What follows belongs to an exercise in optimizing a design on an open flow for small area; a production flow would make more cautious choices. The RTL was checked by simulation tests, not by an equivalence proof against the original design. In every run shown here, the design's own scripts or RTL, not TritonCTS, make the clock network. The flow treats the clock pin as an ideal source. Dropping or thinning the clock tree relies on that and would not hold on a real chip. Power figures rest on the tool's default switching activity, not on a simulated workload.

==> flow/design.v <==
module keyboard (line, column, flag, out, clk, rst, tick, key_pressed);
input  clk;
input  rst;
input  tick;
output [3:0] line;
input [3:0] column;
output flag;
output [4:0] out;
output key_pressed;
reg [2:0] fs;
reg [3:0] code;
reg [1:0] i;
wire hit = |column;
wire started = |fs;
assign flag = fs[2] | fs[1];
assign key_pressed = ~fs[2] & fs[1];
assign out = {1'b0, code};
assign line = started ? (4'b0001 << i) : 4'b0000;
always @(posedge clk) begin
    if (rst) begin
        fs <= 3'b000;
        code <= 4'd0;
        i <= 2'd0;
    end else if (tick) begin
        i <= i + 2'd1;
        if (hit) begin
            code[1:0] <= i;
            code[3:2] <= column[0] ? 2'd0 : column[1] ? 2'd1 : column[2] ? 2'd2 : 2'd3;
            fs <= flag ? 3'b100 : 3'b010;
        end else if (fs[2])
            fs <= (fs == 3'b111) ? 3'b001 : fs + 3'd1;
        else if (fs[1])
            fs <= 3'b101;
        else
            fs <= 3'b001;
    end
end
endmodule
module dd_add3(input [3:0] x, output [3:0] y);
assign y[0] = (~x[0]&x[1]&x[2]) | (~x[0]&x[3]) | (x[0]&~x[2]&~x[3]);
assign y[1] = (x[0]&x[1]) | (x[1]&~x[2]) | (~x[0]&x[3]);
assign y[2] = (~x[0]&~x[1]&x[2]) | (x[0]&x[3]);
assign y[3] = (x[0]&x[2]) | (x[1]&x[2]) | x[3];
endmodule
module seg7(input [3:0] d, output [6:0] s);
assign s[0] = d[1] | (~d[0]&~d[2]) | (d[0]&d[2]) | d[3];
assign s[1] = (~d[0]&~d[1]) | (d[0]&d[1]) | ~d[2];
assign s[2] = d[0] | ~d[1] | d[2];
assign s[3] = (~d[0]&d[1]) | (~d[0]&~d[2]) | (d[1]&~d[2]) | (d[0]&~d[1]&d[2]) | d[3];
assign s[4] = ~(d[0] | (~d[1]&d[2]));
assign s[5] = (~d[0]&~d[1]) | (~d[0]&d[2]) | (~d[1]&d[2]) | d[3];
assign s[6] = ~((d[0]&d[1]&d[2]) | (~d[1]&~d[2]&~d[3]));
endmodule
module display_controller(num, first, second, third);
input logic [9:0] num;
output logic [6:0] first;
output logic [6:0] second;
output logic [6:0] third;
wire [3:0] o1, o2, o3, o4, o5, o6, o7;
wire [3:0] p1, p2, p3, p4, p5, p6, p7;
dd_add3 a1({1'b0, num[9:7]}, o1);
dd_add3 a2({o1[2:0], num[6]}, o2);
dd_add3 a3({o2[2:0], num[5]}, o3);
dd_add3 a4({o3[2:0], num[4]}, o4);
dd_add3 a5({o4[2:0], num[3]}, o5);
dd_add3 a6({o5[2:0], num[2]}, o6);
dd_add3 a7({o6[2:0], num[1]}, o7);
wire [3:0] ones = {o7[2:0], num[0]};
wire [3:0] t1, t2, t3, t4;
dd_add3 b1({1'b0, o1[3], o2[3], o3[3]}, t1);
dd_add3 b2({t1[2:0], o4[3]}, t2);
dd_add3 b3({t2[2:0], o5[3]}, t3);
dd_add3 b4({t3[2:0], o6[3]}, t4);
wire [3:0] tens = {t4[2:0], o7[3]};
wire [3:0] h1;
dd_add3 c1({1'b0, t1[3], t2[3], t3[3]}, h1);
wire [3:0] hund = {h1[2:0], t4[3]};
seg7 u0(ones, first);
seg7 u1(tens, second);
seg7 u2(hund, third);
endmodule
module calculator(line, column, flag, out, first, second, third, clk_in, rst);
output [3:0] line;
input [3:0]column;
output flag;
output [4:0] out;
output logic [6:0] first;
output logic [6:0] second;
output logic [6:0] third;
input logic clk_in;
input logic rst;
logic [9:0] num;
logic [9:0] answ;
display_controller display(num, first, second, third);
localparam [1:0] FIRST_NUM = 2'd0, SECOND_NUM = 2'd1, EQUAL = 2'd2;
logic [1:0] state;
logic [9:0] clk_counter;
wire low_zero = ~|clk_counter[8:0];
logic tick;
assign tick = low_zero & ~clk_counter[9];
always @(posedge clk_in)
    if (rst)
        clk_counter <= 10'b1000010000;
    else
        clk_counter <= {clk_counter[8:0], clk_counter[9] ^ clk_counter[6] ^ low_zero};
logic key_pressed;
keyboard board(line, column, flag, out, clk_in, rst, tick, key_pressed);
wire [3:0] k = out[3:0];
wire is_plus = (k == 4'd3);
wire is_eq = (k == 4'd7);
wire is_digit = ~((k[0] & k[1]) | (~k[0] & k[2] & k[3]));
wire d0 = (~k[0] & ~k[2]) | (k[0] & k[2] & ~k[3]);
wire [1:0] ep;
assign ep[0] = k[1] | (k[0] & ~k[2]) | (~k[0] & k[3]);
assign ep[1] = (k[2] & ~k[3]) | (~k[2] & k[3]);
wire e4 = k[3] & ~k[2] & (k[0] | k[1]);
wire [9:0] add_a = is_eq ? answ : {num[7:0], ep};
wire add_c = ~is_eq & e4;
logic [9:0] sum;
always @* begin : adder
    reg c;
    integer n;
    c = add_c;
    for (n = 0; n < 10; n = n + 1) begin
        sum[n] = add_a[n] ^ num[n] ^ c;
        c = (add_a[n] & num[n]) | (c & (add_a[n] ^ num[n]));
    end
end
wire [9:0] num_d = {sum[8:0], d0};
wire upd = tick & key_pressed;
wire go_second = upd & (state == FIRST_NUM) & is_plus;    
wire go_equal = upd & (state == SECOND_NUM) & is_eq;      
wire go_first = upd & (state == EQUAL);                   
wire do_digit = upd & ~state[1] & is_digit;               
always @(posedge clk_in)
    if (rst | go_first)
        state <= FIRST_NUM;
    else if (go_second)
        state <= SECOND_NUM;
    else if (go_equal)
        state <= EQUAL;
wire num_en = rst | go_second | go_equal | go_first | do_digit;
wire [9:0] num_next = (rst | go_second | go_first) ? 10'd0 : go_equal ? sum : num_d;
always @(posedge clk_in)
    if (num_en)
        num <= num_next;
always @(posedge clk_in)
    if (tick && key_pressed && state == FIRST_NUM && is_plus)
        answ <= num;
endmodule
==> flow/flow/run.sh <==
#!/bin/bash
# Own layout flow: the standard synthesis, then its combinational logic
# mapped again with stronger ABC scripts (the registers, their cells and
# names are kept as the standard synthesis made them), then the standard
# layout with the ports buffered by buf_1 cells and the clock sinks driven
# from one root clock buffer (flow/post_cts.tcl).
set -euo pipefail
W=$PWD
R=$W/orfs/results/$FLOW_PLATFORM/calculator/base
bash standard.sh $R/1_2_yosys.v > $W/std_synth.log 2>&1
cp $R/1_2_yosys.v $W/std_1_2_yosys.v
bash flow/resynth.sh $W/std_1_2_yosys.v $W/resynth_1_2_yosys.v > $W/resynth.log 2>&1
cp $W/resynth_1_2_yosys.v $R/1_2_yosys.v
CTS="-sink_clustering_enable -repair_clock_nets -dont_use_dummy_load $(cat flow/cts_args.txt)"
bash standard.sh finish "BUFFER_PORTS_ARGS=-buffer_cell sky130_fd_sc_hd__buf_1" "CTS_ARGS=$CTS" "POST_CTS_TCL=$W/flow/post_cts.tcl" > $W/finish.log 2>&1
==> flow/flow/cts_args.txt <==
-buf_list sky130_fd_sc_hd__clkbuf_8 -sink_clustering_size 50 -sink_clustering_max_diameter 500
==> flow/flow/post_cts.tcl <==
# After CTS: replace the two-level clock tree with NLEAF clkbuf_8 buffers
# fed straight from the clock port (which then drives NLEAF cell pins),
# each driving a third of the clock sinks, split by x position, and placed
# at the middle of its sinks.
set nleaf [expr { [info exists ::env(CLK_NLEAF)] ? $::env(CLK_NLEAF) : 3 }]
set leafcell [expr { [info exists ::env(CLK_LEAF_CELL)] ? $::env(CLK_LEAF_CELL) : "sky130_fd_sc_hd__clkbuf_8" }]
set block [ord::get_db_block]
set db [ord::get_db]
set root [$block findInst clkbuf_0_clk_in]
set clk_net [[$root findITerm A] getNet]
set root_net [[$root findITerm X] getNet]
set sinks {}
set dead_insts {}
set dead_nets {}
foreach it [$root_net getITerms] {
  set inst [$it getInst]
  if { $inst == $root } { continue }
  set out_net [[$inst findITerm X] getNet]
  foreach s [$out_net getITerms] {
    if { [$s getInst] == $inst } { continue }
    lappend sinks $s
  }
  lappend dead_insts $inst
  lappend dead_nets $out_net
}
lappend dead_insts $root
lappend dead_nets $root_net
foreach s $sinks { $s disconnect }
foreach inst $dead_insts {
  foreach it [$inst getITerms] { $it disconnect }
  puts "removed clock buffer [$inst getName]"
  odb::dbInst_destroy $inst
}
foreach n $dead_nets { odb::dbNet_destroy $n }
set keyed {}
foreach s $sinks {
  lassign [[$s getInst] getLocation] x y
  lappend keyed [list $x $y $s]
}
set keyed [lsort -integer -index 0 $keyed]
set n [llength $keyed]
set master [$db findMaster $leafcell]
for { set k 0 } { $k < $nleaf } { incr k } {
  set lo [expr { $k * $n / $nleaf }]
  set hi [expr { ($k + 1) * $n / $nleaf - 1 }]
  set group [lrange $keyed $lo $hi]
  set net [odb::dbNet_create $block "clknet_leaf_$k"]
  $net setSigType CLOCK
  set buf [odb::dbInst_create $block $master "clkbuf_leaf_$k"]
  [$buf findITerm A] connect $clk_net
  [$buf findITerm X] connect $net
  set sx 0; set sy 0
  foreach g $group {
    lassign $g x y s
    $s connect $net
    incr sx $x; incr sy $y
  }
  set cnt [llength $group]
  $buf setLocation [expr { $sx / $cnt }] [expr { $sy / $cnt }]
  $buf setPlacementStatus PLACED
  puts "clkbuf_leaf_$k drives $cnt sinks"
}
detailed_placement
check_placement -verbose
estimate_parasitics -placement
report_clock_min_period
==> flow/flow/resynth.sh <==
#!/bin/bash
# resynth.sh IN.v OUT.v: map the combinational logic of a mapped netlist
# again with ABC (deepsyn with several seeds, then amap), in rounds that
# start from the best netlist so far. The flip-flop cells stay as they are
# (black boxes). Each result is proved equivalent to IN.v with Yosys; the
# smallest proved one is written to OUT.v (IN.v itself if none is).
set -uo pipefail
LIB=$FLOW_HOME/platforms/sky130hd/lib/sky130_fd_sc_hd__tt_025C_1v80.lib
IN=$(readlink -f $1); OUT=$2
D=$(dirname $(readlink -f $OUT))/resynth
mkdir -p $D
ROUNDS=${RESYNTH_ROUNDS:-6}
SEEDS=${RESYNTH_SEEDS:-6}
FFS=$(grep -o "sky130_fd_sc_hd__e*df[a-z0-9_]*" $IN | sort -u | tr '\n' ' ')
DU="-dont_use *lpflow* -dont_use *probe* -dont_use *clkdlybuf* -dont_use *dlygate* -dont_use *dlymetal* -dont_use *clkbuf* -dont_use *clkinv* -dont_use sky130_fd_sc_hd__buf_*"

# one candidate: map_one START TAG SCRIPT
map_one() {
  local start=$1 tag=$2 S=$3
  yosys -p "read_liberty -ignore_miss_func $LIB; blackbox $FFS; read_verilog $start; hierarchy -top $FLOW_TOP; flatten; delete t:\$scopeinfo; opt -purge; abc -liberty $LIB $DU -script $S; opt_clean -purge; rename -hide w:*.*; opt_clean -purge; hilomap -singleton -hicell sky130_fd_sc_hd__conb_1 HI -locell sky130_fd_sc_hd__conb_1 LO; opt_clean -purge; splitnets; opt_clean -purge; read_liberty -lib $LIB; tee -o $D/stat_$tag.txt stat -liberty $LIB; write_verilog -noattr -noexpr -nohex -nodec $D/cand_$tag.v" > $D/map_$tag.log 2>&1 || return 0
  yosys -p "read_liberty -ignore_miss_func $LIB; read_verilog $IN; rename $FLOW_TOP gold; read_verilog $D/cand_$tag.v; rename $FLOW_TOP gate; flatten; delete t:\$scopeinfo; rename -hide w:_*; opt_clean; equiv_make gold gate eq; hierarchy -top eq; equiv_simple -seq 2; equiv_induct -seq 2; equiv_status -assert" > $D/eq_$tag.log 2>&1 && echo "$(grep 'Chip area' $D/stat_$tag.txt | awk '{print $NF}') $tag" >> $D/proved.txt
}
export -f map_one
export LIB FFS DU D IN FLOW_TOP

start=$IN
: > $D/proved.txt
for r in $(seq 1 $ROUNDS); do
  : > $D/jobs_$r.txt
  for s in $(seq 1 $SEEDS); do
    echo "$start r${r}s${s}a +strash;&get,-n;&deepsyn,-T,30,-S,$((s + 10 * r));&put;dch,-f;amap,-F,20,-A,30;topo" >> $D/jobs_$r.txt
  done
  for s in $(seq 0 $((SEEDS - 1))); do
    echo "$start r${r}s${s}b +strash;&get,-n;&deepsyn,-T,30,-S,$((s + 10 * r));&put;dch,-f;amap;topo" >> $D/jobs_$r.txt
  done
  cat $D/jobs_$r.txt | xargs -P ${NUM_CORES:-4} -L 1 bash -c 'map_one "$0" "$1" "$2"'
  best=$(sort -g $D/proved.txt | head -1)
  echo "round $r: best so far $best"
  [[ -n "$best" ]] && start=$D/cand_$(echo $best | awk '{print $2}').v
  # stop after two rounds without a gain
  [[ "$best" == "${prev1:-}" && "$best" == "${prev2:-}" ]] && break
  prev2=${prev1:-}; prev1=$best
done
best=$(sort -g $D/proved.txt | head -1)
if [[ -n "$best" ]]; then echo "using $best"; cp $D/cand_$(echo $best | awk '{print $2}').v $OUT; else echo "using the standard netlist"; cp $IN $OUT; fi
==> flow/standard.sh <==
#!/bin/bash
# synth_recipe.tcl (not shown) runs the flow's synth.tcl, then flattens the netlist and writes it again
# the make line also repeats each setting of config.mk as NAME=value (left out here)
make -C /OpenROAD-flow-scripts/flow DESIGN_CONFIG=/design/flow/config.mk WORK_HOME=/design/flow/orfs CLKGATE_MAP_FILE= SYNTH_SCRIPT=/design/flow/synth_recipe.tcl "${@:-finish}"
==> flow/config.mk <==
export PLATFORM = sky130hd
export DESIGN_NAME = calculator
export DESIGN_NICKNAME = calculator
export VERILOG_FILES = /design/flow/design.v
export SDC_FILE = /design/flow/constraint.sdc
export NUM_CORES = 4
export LEC_CHECK = 0
export ABC_AREA = 1
export CAP_MARGIN = 20
export CORE_MARGIN = 2
export CORE_UTILIZATION = 40
export GPL_TIMING_DRIVEN = 0
export SLEW_MARGIN = 20
==> flow/constraint.sdc <==
create_clock -name core_clock -period 15.0 [get_ports {clk_in}]
set_input_delay 3.0000 -clock core_clock [delete_from_list [all_inputs] [get_ports {clk_in}]]
set_output_delay 3.0000 -clock core_clock [all_outputs]
set_load 0.01 [all_outputs]
==> key figures, run 1 <==
Layout
  • Most common cell after layout, fill and taps aside: nor2_1
  • Fraction of layout cells with a size suffix above 1: 1.67%
  • Most frequent cells in the layout: nor2_1 (60), o21ai_0 (40), inv_1 (39)
  • Antenna diode count: 0
  • Area growth, synth to finish: 11.8%
  • Nets: 368

Placement
  • I/O Buffers: 35
  • Dpl hpwl: 4090 µm
  • GPL Wtd Cong: 0.729

Timing
  • Clock Skew: 0.0106 ns
  • Part of the cycle the worst path needs: 62.9%
  • Slew headroom: 47.7%
  • Setup TNS: 0 ns
  • F_max: 0.106 GHz
  • Max Slew Vio Count: 0
  • Final Hold Vio Count: 0
  • Setup violations, final: 0
  • Slew @ Worst Pin: 0.780 ns
  • Unrepaired setup endpoints after global routing: false
  • Fin crit period: 9.43 ns

GRT
  • Global-route usage over all layers: 16.2%
  • Global-route wire length before repair: 8710 µm
  • Vias in the first global route: 2016
  • Initial antenna violation count: 0
  • Largest net degree at the start of global routing: 15
  • GR Overflow Total: 0

Clock network
  • Clock sink count: 41
  • Worst-skew pair later-pin latency: 0.15 ns
  • Clk slew on worst S/H paths: 0.09 ns

Worst setup path
  • Worst Path Max Fanout: 7
  • Cell count of the worst reg-to-reg path: 26
  • Reg-to-reg endpoint: num[9]$_SDFFCE_PP0P_
  • CP startpoint: num[9]$_SDFFCE_PP0P_
  • CP Launch Type: flop
  • Worst reg2reg startpoint: board.code[2]$_SDFFE_PP0P_
  • Crit path kind: flop to primary output
  • Worst path most repeated cell: nor2_1
  • CP Buf/Inv Count: 6
  • Slowest stage delay, CP: 0.49 ns
  • R2R setup slack: 10.58 ns
  • Critical Path RT: 12.00 ns
  • Critical Path AT: 6.43 ns
  • Slowest cell on crit path: edfxtp_1
  • Cell family with most CP delay: compound AO/OA/AOI/OAI gates
  • Critical Path End Type: primary output

Die
  • Core box area: 5850 µm²
  • Die width: 81.4 µm
  • Total die area: 6630 µm²
  • Ports: 37
  • Die height: 81.4 µm
  • Initial Util: 41.0%
  • Row count: 28

Hold path
  • Hold endpoint: clk_counter[8]$_SDFF_PP0_
  • Hold Crit Class: flop to flop
  • Hold Path Depth: 2
  • Hold_sp: clk_counter[7]$_SDFF_PP0_

Drt
  • Routed vias: 2323
  • Residual DRC: 0
  • Drt total wl: 5180 µm
  • Vias per Instance: 5.34
  • Wirelength per Cell: 11.9 µm
  • Drt initial violations: 75
  • Drt first pass iters: 4
  • Routed Antenna Nets: 0

Power and ir drop
  • Total power: 0.432 mW
  • VDD IR max: 0.000135 V
  • Leakage: 0.976 nW
  • Power density over the cells: 161 nW/µm²

Synth
  • Post-Syn Instances: 321
  • Post-synth net total: 327
  • Avg Cell Area, Syn: 7.46 µm²
  • Synth Cell Area: 2400 µm²
  • Ys Warns: 2

Run
  • Max-cap viol count: 0

Run status
  • Status: timing/DRC/antenna clean
[worst reg2reg max path: stages, from the launching register on]
cell and delay [ns]:
dfxtp_1 0.42, inv_1 0.14, nor3_2 0.56, inv_1 0.32, o22ai_1 0.24, a31o_1 0.16
nor2_1 0.06, nor2_1 0.13, nor2_1 0.08, nor2_1 0.13, nor2_1 0.08, a21oi_1 0.17
nor2_1 0.07, a21oi_1 0.17, nor2_1 0.08, a21oi_1 0.16, nor2_1 0.08, a21oi_1 0.17
nor2_1 0.07, a21oi_1 0.17, nor2_1 0.07, a21oi_1 0.17, nor2_1 0.08, a21oi_1 0.15
nand2_1 0.06, o21ai_0 0.07, o22ai_1 0.08
[final cells by class]
| class | instances | area [µm²] |
|---|---|---|
| inverter | 39 | 146 |
| multi-input combinational | 241 | 1240 |
| fill | 625 | 3170 |
| tap | 75 | 93.8 |
| sequential | 41 | 1020 |
| buffer | 3 | 41.3 |
| timing repair buffer | 36 | 136 |
[registers in the layout, summed over array words and instances, names as in the netlist]
signal and cells:
answ 10, board.fs 3, num 10, clk_counter 10
state 2, board.i 2, board.code 4
[how the worst max path moves through the flow]
stage / cells past startpoint / slack, ns / endpoint
2_1_floorplan: 32 / 6.88 / first[3]
3_3_place_gp: 33 / 5.85 / first[3]
3_5_place_dp: 33 / 5.75 / first[6]
5_1_grt: 34 / 4.58 / first[3]
6_report: 33 / 5.57 / first[6]
[metrics by stage]
step | setup slack (ns) | area [µm²] | utilization (%) | cells | hold WS, ns
6_report | 5.57 | 2680 | 45.8 | 435 | 0.448
5_1_grt | 4.58 | 2680 | 45.8 | 435 | 0.463
3_5_place_dp | 5.75 | 2640 | 45.1 | 432 | 0.433
3_3_place_gp | 5.85 | 2620 | 44.8 | 431 | 0.433
2_1_floorplan | 6.88 | 2400 | - | 321 | 0.410
[per-layer routing]
metal	share of wire, %	vias to the layer above	GRT usage (%)
met4	0.79	0	3.56
li1	-	1231	-
met3	2.7	3	1.67
met5	0	-	0
met2	46	36	28.4
met1	50	1053	21.5
[power by group]
group          switching [mW]  total, mW  internal [mW]
clock                  0.0269     0.0453         0.0184
combinational           0.169      0.257         0.0876
sequential            0.00576      0.130          0.124
total                   0.202      0.432          0.230
==> run 2: changes to the inputs <==
--- a/flow/config.mk
+++ b/flow/config.mk
@@ -8,3 +8,3 @@
 export ABC_AREA = 1
-export CAP_MARGIN = 20
+export CAP_MARGIN = 0
 export CORE_MARGIN = 2
@@ -12,2 +12,2 @@
 export GPL_TIMING_DRIVEN = 0
-export SLEW_MARGIN = 20
+export SLEW_MARGIN = 0
==> run 2 against run 1 <==
Compared with the run above:
- critical path depth stayed put
- final area hardly changed
- sequential power hardly changed
- global-route usage is 0.32 points higher
- wire length is 1.5% higher
- fmax is 0.30% higher
- power is 0.11% higher
- clock power is 0.9% higher
- cell count stayed put
- setup slack better by 0.028 ns
- register-to-register slack worse by 0.50 ns
==> key figures, run 2 <==
Timing
  • Clock Skew: 0.0112 ns
  • Unrepaired setup endpoints after global routing: false
  • Max Slew Vio Count: 0
  • Slew @ Worst Pin: 1.15 ns
  • F_max: 0.106 GHz
  • Setup violations, final: 0
  • Setup TNS: 0 ns
  • Slew headroom: 22.7%
  • Final Hold Vio Count: 0
  • Part of the cycle the worst path needs: 62.7%
  • Fin crit period: 9.40 ns

Clock network
  • Clk slew on worst S/H paths: 0.09 ns
  • Worst-skew pair later-pin latency: 0.15 ns
  • Clock sink count: 41

Layout
  • Final cell count without fillers: 435
  • Fraction of layout cells with a size suffix above 1: 1.39%
  • Antenna diode count: 0
  • Most common cell after layout, fill and taps aside: nor2_1
  • Most frequent cells in the layout: nor2_1 (60), o21ai_0 (40), inv_1 (39)
  • Nets: 368
  • Top flop regs: answ x10, clk_counter x10, num x10
  • Area growth, synth to finish: 11.7%
  • Fillers: 602
  • Fin util: 45.7%
  • Non-Filler Cell Area, Final: 2680 µm²

Drt
  • Drt total wl: 5260 µm
  • Wirelength per Cell: 12.1 µm
  • Routed vias: 2339
  • Residual DRC: 0
  • Drt first pass iters: 4
  • Drt initial violations: 55
  • Routed Antenna Nets: 0
  • Top Layer Used: met4
  • Post-Route M1 WL: 2600 µm
  • Vias per Instance: 5.38
  • Met2 WL post-DR: 2420 µm
  • DR WL met3: 187 µm

Hold path
  • Hold Crit Class: flop to flop
  • Hold_sp: clk_counter[7]$_SDFF_PP0_

Die
  • Row count: 28
  • Die height: 81.4 µm
  • Die width: 81.4 µm
  • Ports: 37
  • Total die area: 6630 µm²
  • Initial Util: 41.0%
  • Core box area: 5850 µm²

Worst setup path
  • Slowest stage delay, CP: 0.50 ns
  • Crit path kind: flop to primary output
  • Critical Path AT: 6.40 ns
  • CP Launch Type: flop
  • Worst reg2reg startpoint: board.code[2]$_SDFFE_PP0P_
  • Worst path most repeated cell: nor2_1
  • Critical Path End Type: primary output
  • CP startpoint: num[9]$_SDFFCE_PP0P_
  • Slowest cell on crit path: edfxtp_1
  • Worst Path Max Fanout: 7
  • Critical Path RT: 12.00 ns

Power and ir drop
  • Comb pwr share: 59.5%
  • Switching Power: 0.203 mW
  • Clock power share: 10.6%
  • Internal power: 0.230 mW
  • Sequential share of power: 30.0%
  • VDD IR max: 0.000130 V
  • Leakage: 0.976 nW
  • Power density over the cells: 162 nW/µm²
  • Switching Fraction: 46.9%

Synth
  • Synth Cell Area: 2400 µm²
  • Avg Cell Area, Syn: 7.46 µm²
  • Post-synth net total: 327
  • Post-Syn Instances: 321
  • Ys Warns: 2

GRT
  • Global-route wire length before repair: 8740 µm
  • Largest net degree at the start of global routing: 15
  • GR Overflow Total: 0
  • Vias in the first global route: 2024
  • Initial antenna violation count: 0
  • Global-route usage over all layers: 16.5%

Run
  • Max-cap viol count: 0

Placement
  • Dpl hpwl: 4100 µm
  • GPL Wtd Cong: 0.729
  • I/O Buffers: 35
  • Placed cell count: 432
  • Cell Area, Placed: 2640 µm²

Run status
  • Status: timing/DRC/antenna clean
==> run 2: layer usage <==
layer | global-route usage, % | vias up
li1 | - | 1234
met1 | 21.3 | 1055
met2 | 28.8 | 45
met3 | 3.00 | 5
met4 | 3.56 | 0
met5 | 0 | -
==> run 2: layout make-up <==
| cell class | count | area, µm² | area share (%) |
|---|---|---|---|
| Multi-Input combinational cell | 241 | 1230 | 46.1 |
| Buffer | 3 | 41.3 | 1.54 |
| Sequential cell | 41 | 1020 | 38.1 |
| Tap cell | 75 | 93.8 | 3.51 |
| Timing Repair Buffer | 36 | 139 | 5.19 |
| Inverter | 39 | 146 | 5.47 |
==> run 2: path summary, 6_finish.rpt <==
path / endpoint / slack, ns / cells past startpoint
setup / recovery: first[6] / 5.60 / 33
hold / removal: clk_counter[8]$_SDFF_PP0_ / 0.45 / 2
setup reg to reg: num[9]$_SDFFCE_PP0P_ / 10.08 / 26
hold reg to reg: clk_counter[8]$_SDFF_PP0_ / 0.45 / 2
==> run 2: critical path, delay by kind of cell, from the launching register on <==
family | cells | cell delay, ns
AO/OA/AOI/OAI | 14 | 3.33
flip-flops | 1 | 0.50
buffers and inverters | 6 | 0.81
AND/OR/NAND/NOR | 13 | 1.64
==> run 2: per-stage QoR <==
step | total power [mW] | hold WS, ns | setup slack (ns)
6_report | 0.432 | 0.449 | 5.60
5_1_grt | 0.475 | 0.463 | 4.59
3_5_place_dp | 0.390 | 0.438 | 5.76
3_3_place_gp | 0.385 | 0.433 | 5.85
2_1_floorplan | 0.320 | 0.410 | 6.88
==> run 2: power groups by stage <==
stage / sequential [mW] / combinational (mW) / clock [mW]
after detailed placement: 0.132 / 0.258 / 0
after floorplan: 0.130 / 0.189 / 0
after global placement: 0.132 / 0.253 / 0
final: 0.130 / 0.257 / 0.0457
after global routing: 0.131 / 0.295 / 0.0502

[static timing again, ports no longer ideal]
No port has a modelled driver above. Below, the same layouts with a new extraction and two added sets of constraints. Step 1: set_driving_cell puts a clkbuf_16 on clk_in and a buf_2 on each other input, an assumption about the parent block. Step 2, shift: input delay + t, output delay - t, t = (earliest + latest rising clock arrival at the registers) / 2. This alone moves slack from input paths to output paths. Slacks: ideal ports / drivers / drivers and shift; pairs: ideal ports / drivers.
run | t, ns | setup WS [ns] | worst hold slack (ns) | worst data-port slew with drivers (ns) | pins driven straight from the clock port
run 1 | 0.185 | 5.572 / 5.531 / 5.716 | 0.448 / 0.448 / 0.448 | 0.03 | 3
run 2 | 0.191 | 5.600 / 5.554 / 5.745 | 0.449 / 0.449 / 0.449 | 0.03 | 3
After both steps setup and hold are still met in every run listed.
